From an optimization exercise on the open Yosys and OpenROAD flow, aimed at small area and few clock cycles per item; shortcuts taken in it are not production practice.
In this exercise RTL edits were held to simulation tests only and were not proved equivalent to the original.

## flow/design.v (module list and top-level ports; edited modules follow where they fit)
// module mac: 287 lines
// module cpa: 80 lines
// module fa_vec: 7 lines
// module ha_vec: 7 lines
// module convolver: 73 lines
module convolver #(
	parameter n = 8'h0a,	 
	parameter k = 8'h03,  
	parameter s = 1,  
	parameter BL = 16,  
	parameter Q = 12  
	)(
	input logic clk,
	input logic rst,
	input logic ce,
	input logic [BL-1:0] activation,
	input logic [(k*k)*BL-1:0] weight1,
	output logic [31:0] conv_op,
	output logic valid_conv,
	output logic end_conv
	);
  // ...
==> flow/run.sh <==
#!/bin/bash
# synth_recipe.tcl (not shown) runs the flow's synth.tcl, then flattens the netlist and writes it again
# the make line also repeats each setting of config.mk as NAME=value (left out here)
make -C /OpenROAD-flow-scripts/flow DESIGN_CONFIG=/design/flow/config.mk WORK_HOME=/design/flow/orfs CLKGATE_MAP_FILE= SYNTH_SCRIPT=/design/flow/synth_recipe.tcl finish
==> flow/config.mk <==
export PLATFORM = sky130hd
export DESIGN_NAME = convolver
export DESIGN_NICKNAME = convolver
export VERILOG_FILES = /design/flow/design.v
export SDC_FILE = /design/flow/constraint.sdc
export NUM_CORES = 4
export LEC_CHECK = 0
export CAP_MARGIN = 20
export CORE_MARGIN = 2
export CORE_UTILIZATION = 50
export GPL_TIMING_DRIVEN = 0
export SETUP_SLACK_MARGIN = 0.1
export SLEW_MARGIN = 20
export SYNTH_HIERARCHICAL = 1
==> flow/constraint.sdc <==
create_clock -name core_clock -period 8.0 [get_ports {clk}]
set_input_delay 1.6000 -clock core_clock [delete_from_list [all_inputs] [get_ports {clk}]]
set_output_delay 1.6000 -clock core_clock [all_outputs]
set_load 0.01 [all_outputs]
==> flow_summary.ini, run 1 <==
[status]
status = no timing/DRC/antenna violations

[timing]
finalCritPeriodShare_pct = 98.75
fin_tns_setup_ns = 0
skew_ns = 0.06089

[cells_and_area]
multi_input_gates = 4698
final_nets = 8334
inv_count = 88
insertedDiodeCount = 9

[logic_synthesis]
syn_avg_cell_area_um2 = 12.15
synth_top_cell_area_share_pct = 64.25
syn-instance-count = 5761
netlist-cell-type-count = 48
mappedNetlistNets = 8228
syn_area_um2 = 69980
synthArstFlopShare_pct = 2.410

[worst_setup_path]
cp_cell_sequence = clkbuf_1 > clkbuf_1 > nand2_1 > fa_1 > fa_1 > fa_1 > fa_1 > fa_1 > fa_1 > fa_1 > fa_1 > fa_1 > xor2_1 > xnor2_1 > xnor3_1 > xnor2_2 > buf_4
critPathMaxFanout = 10

[drt]
drc = 0
dr_wl_met2_um = 130100
vias_per_cell = 6.024
postRouteAntennaNets = 0

[global_route]
grt_max_degree = 111
gr-total-overflow = 0
grt_use_met3_pct = 8.629

[clocking]
cts_resized = 483
postCtsSetupBuffers = 5

[floorplan]
tap_cells = 1876
coreArea_um2 = 139200

[run]
maxCapViolations = 0

[placement]
portBuffers = 68

[pwr]
Testbench counts, summed over its fixed seeds: cycles 6,592, images 64.
==> run 2, diff against run 1 <==
--- a/flow/config.mk
+++ b/flow/config.mk
@@ -9,3 +9,3 @@
 export CORE_MARGIN = 2
-export CORE_UTILIZATION = 50
+export CORE_UTILIZATION = 45
 export GPL_TIMING_DRIVEN = 0
==> run 2 against run 1 <==
Global-route usage decreased by 4.5 points. First-iteration DRC count decreased by 0.68%. Clock skew increased by 0.055 ns. Still clean. Worst setup slack improved by 0.022 ns. Via count decreased by 1.0%. Utilization decreased by 5.2 points. Maximum frequency increased by 0.28%. Critical endpoint is now cs1[19]. Design area increased by 0.12%. Hold slack got worse by 0.078 ns.
==> flow_summary.ini, run 2 <==
[timing]
skew_ns = 0.1157
worstMarginPinSlew_ns = 0.9507
slew_violations = 0
fin_tns_setup_ns = 0
finalCritPeriodShare_pct = 98.47
finalSetupViolCount = 0
rsz0062_at_grt = true
min_period_ns = 7.878
timing.slew.headroom_pct = 36.62
max_freq_mhz = 126.9
finalHoldViolations = 0

[cells_and_area]
syn_to_final_growth_pct = 8.292
final_nets = 8323
top_regs = sh_r: 352 flops, cs0: 32 flops, cs1: 21 flops
fillCellCount = 14040
final_layout_size_suffix_gt1_share_pct = 8.127
top_register = sh_r
fin_util_pct = 49.14
final-seq-area_um2 = 12410
layout_commonest_cell = nand2_1
fin_area_um2 = 75790
final_cell_mix = 2278 x nand2_1, 2165 x fa_1, 405 x edfxtp_1, 246 x clkbuf_1, 174 x clkbuf_2
multiInputGateArea_um2 = 55330
largest_reg_flops = 352

[logic_synthesis]
synth_top_cell_area_share_pct = 64.25
syn_avg_cell_area_um2 = 12.15
mappedNetlistNets = 8228
syn-instance-count = 5761
synth-edff-count = 405
ys_seq_area_share_pct = 17.74
synthArstFlopShare_pct = 2.410
yosysTopAreaCell = fa_1
netlist-cell-type-count = 48
syn_area_um2 = 69980
yosysWarnings = 8
yosys_most_used_dff = edfxtp_1
synth_seq_cells = 415
yosysMostFrequentCell = nand2_1
synthTopCellsByArea = fa_1 64%, edfxtp_1 17%, nand2_1 12%
synthTopCellsByCount = 2278 x nand2_1, 2246 x fa_1, 548 x clkbuf_1

[worst_setup_path]
critPathCaptureType = flop
cp.required_ns = 8.40
cpPeakStageDelay_ns = 0.70
cp-start-kind = input port
cp_cell_sequence = clkbuf_2 > clkbuf_4 > nand2_1 > fa_1 > fa_1 > fa_1 > fa_1 > fa_1 > fa_1 > fa_1 > fa_1 > fa_1 > fa_1 > fa_2 > ha_1
critPathKind = input port to flop
crit_top_cell = fa_1
critPathArrivalTime_ns = 8.27
cp_slowest_cell = fa_1
critPathMaxFanout = 10

[global_route]
grt_pass1_wl_um = 405300
gr-total-overflow = 0
grt_pass1_vias = 51640
antenna_found_initial = 9
grt_max_degree = 103
grtUsageTotal_pct = 38.27

[placement]
place_area_um2 = 73340
gp_congestion = 1.064
dp_hpwl_um = 265400
portBuffers = 68

[floorplan]
start_util_pct = 45.38
die_y_um = 398.4
io_pins = 197
coreArea_um2 = 154200
die_area_um2 = 158700
row_count = 144
chipWidth_um = 398.4

[drt]
vias_per_cell = 5.853
firstDrtPassIters = 6
postRouteAntennaNets = 0
totalWireLength_um = 289000
drc = 0
vias = 46470
drt_iter0_drc = 5368
post_drt_wl_per_cell_um = 36.40

[min_path]
hold_class = flop to flop

[status]
status = no timing/DRC/antenna violations

[clocking]
ctsLongestPathBuffers = 3
clk_latency_ns = 0.75
clk_pin_slew_ns = 0.06
cts_root_buf = clkbuf_16
cts_tree = yes
clkSinkCount = 415
htreeDepth = 2
numCtsBuffers = 48

[run]
maxCapViolations = 0
[run 2: cell counts after synthesis]
No cell type changed its count.
[run 2: timing repair]
action                                  4_1_cts  5_1_grt
hold buffers                                  0        0
buffers inserted                              3        2
gates resized for setup                     447      267
endpoints found under the setup margin       39       20
pin swaps                                     8       18
[run 2: area by class of cell]
cell class | count | share of cell area, %
multi-input cells | 4698 | 73.01
well taps | 2044 | 3.374
clock buffers | 54 | 1.615
flip-flops and latches | 415 | 16.38
plain buffers | 528 | 3.654
diodes | 2 | 0.006604
repair buffers | 77 | 1.040
clock inverters | 34 | 0.4854
inverters | 88 | 0.4358
[run 2: routing by layer]
layer  up-vias  track usage [%]  part of all wire [%]
met4         0            37.18                    13
met3       838            7.710                   9.3
met5         -                0                     0
met1     25170            45.38                    33
li1      17450                -                     -
met2      3009            58.12                    45
[run 2: worst paths after layout]
check / slack [ns] / depth (start not counted) / start / to
max: 0.12 / 15 / weight1[56] / cs1[19]
min reg2reg: 0.33 / 0 / sh_r[18][14] / sh_r[19][14]
max reg2reg: 0.18 / 15 / sh_r[11][0] / cs1[19]
max in group asynchronous: 6.45 / 2 / rst / row[0]
min: 0.33 / 0 / sh_r[18][14] / sh_r[19][14]
min in group asynchronous: 1.17 / 2 / rst / done
[run 2: kinds of logic (layout without fill, tap and decap cells)]
group | count (synthesis) | after routing | share of synthesized area, %
xor+xnor | 31 | 31 | 0.4076
buf+inv | 648 | 781 | 3.502
simple gates | 2332 | 2332 | 12.75
other cells | 1 | 3 | 0.005358
mux | 1 | 1 | 0.01430
compound gates | 29 | 29 | 0.3022
fa+ha+maj | 2304 | 2304 | 65.28
flops | 415 | 415 | 17.74
[run 2: per-stage QoR]
stage          worst slack, ns  std cells  hold WS (ns)
2_1_floorplan           0.1417       5761        0.4003
3_3_place_gp            -11.73       7873        0.4002
3_5_place_dp            -1.845       7877        0.4045
4_1_cts                0.09465       7942        0.3261
5_1_grt                0.09057       7940        0.3540
6_report                0.1224       7940        0.3321
[run 2: worst max-delay path, delay by kind of cell]
family	cells	cell delay [ns]
and+or+nand+nor	1	0.12
buffers and inverters	2	0.78
adders and majority gates	12	5.74
[run 2: modules after synthesis, one instance, submodules excluded, excerpt]
| module | copies in the design | flops+latches | cells |
|---|---|---|---|
| convolver | 1 | 415 | 485 |
| cpa | 1 | 0 | 95 |

[afterwards: timing with drivers on the ports]
In the flow no input, the clock included, has a driving cell. The finished layouts below were timed again as built, in two steps.
Step 1, drivers: a clkbuf_16 drives clk and a buf_2 each remaining input, both assumed.
Step 2 also shifts input and output timing later by t, the mid clock arrival at the registers, as if the neighbouring blocks saw the same clock.
Slacks: ideal / step 1 / step 2; pairs: ideal / step 1.
run	t (ns)	slack for setup (ns)	hold slack, ns	worst setup path after step 2
run 1	0.764	0.100 / 0.100 / -0.609	0.410 / 0.410 / 0.410	input to register
run 2	0.780	0.122 / 0.129 / -0.651	0.332 / 0.332 / 0.332	input to register
Met with ideal ports but missed after step 2: setup timing in run 1 and run 2. For run 2, which loses most, drivers alone change the setup slack by +0.007 ns; drivers and shift together by -0.773 ns.
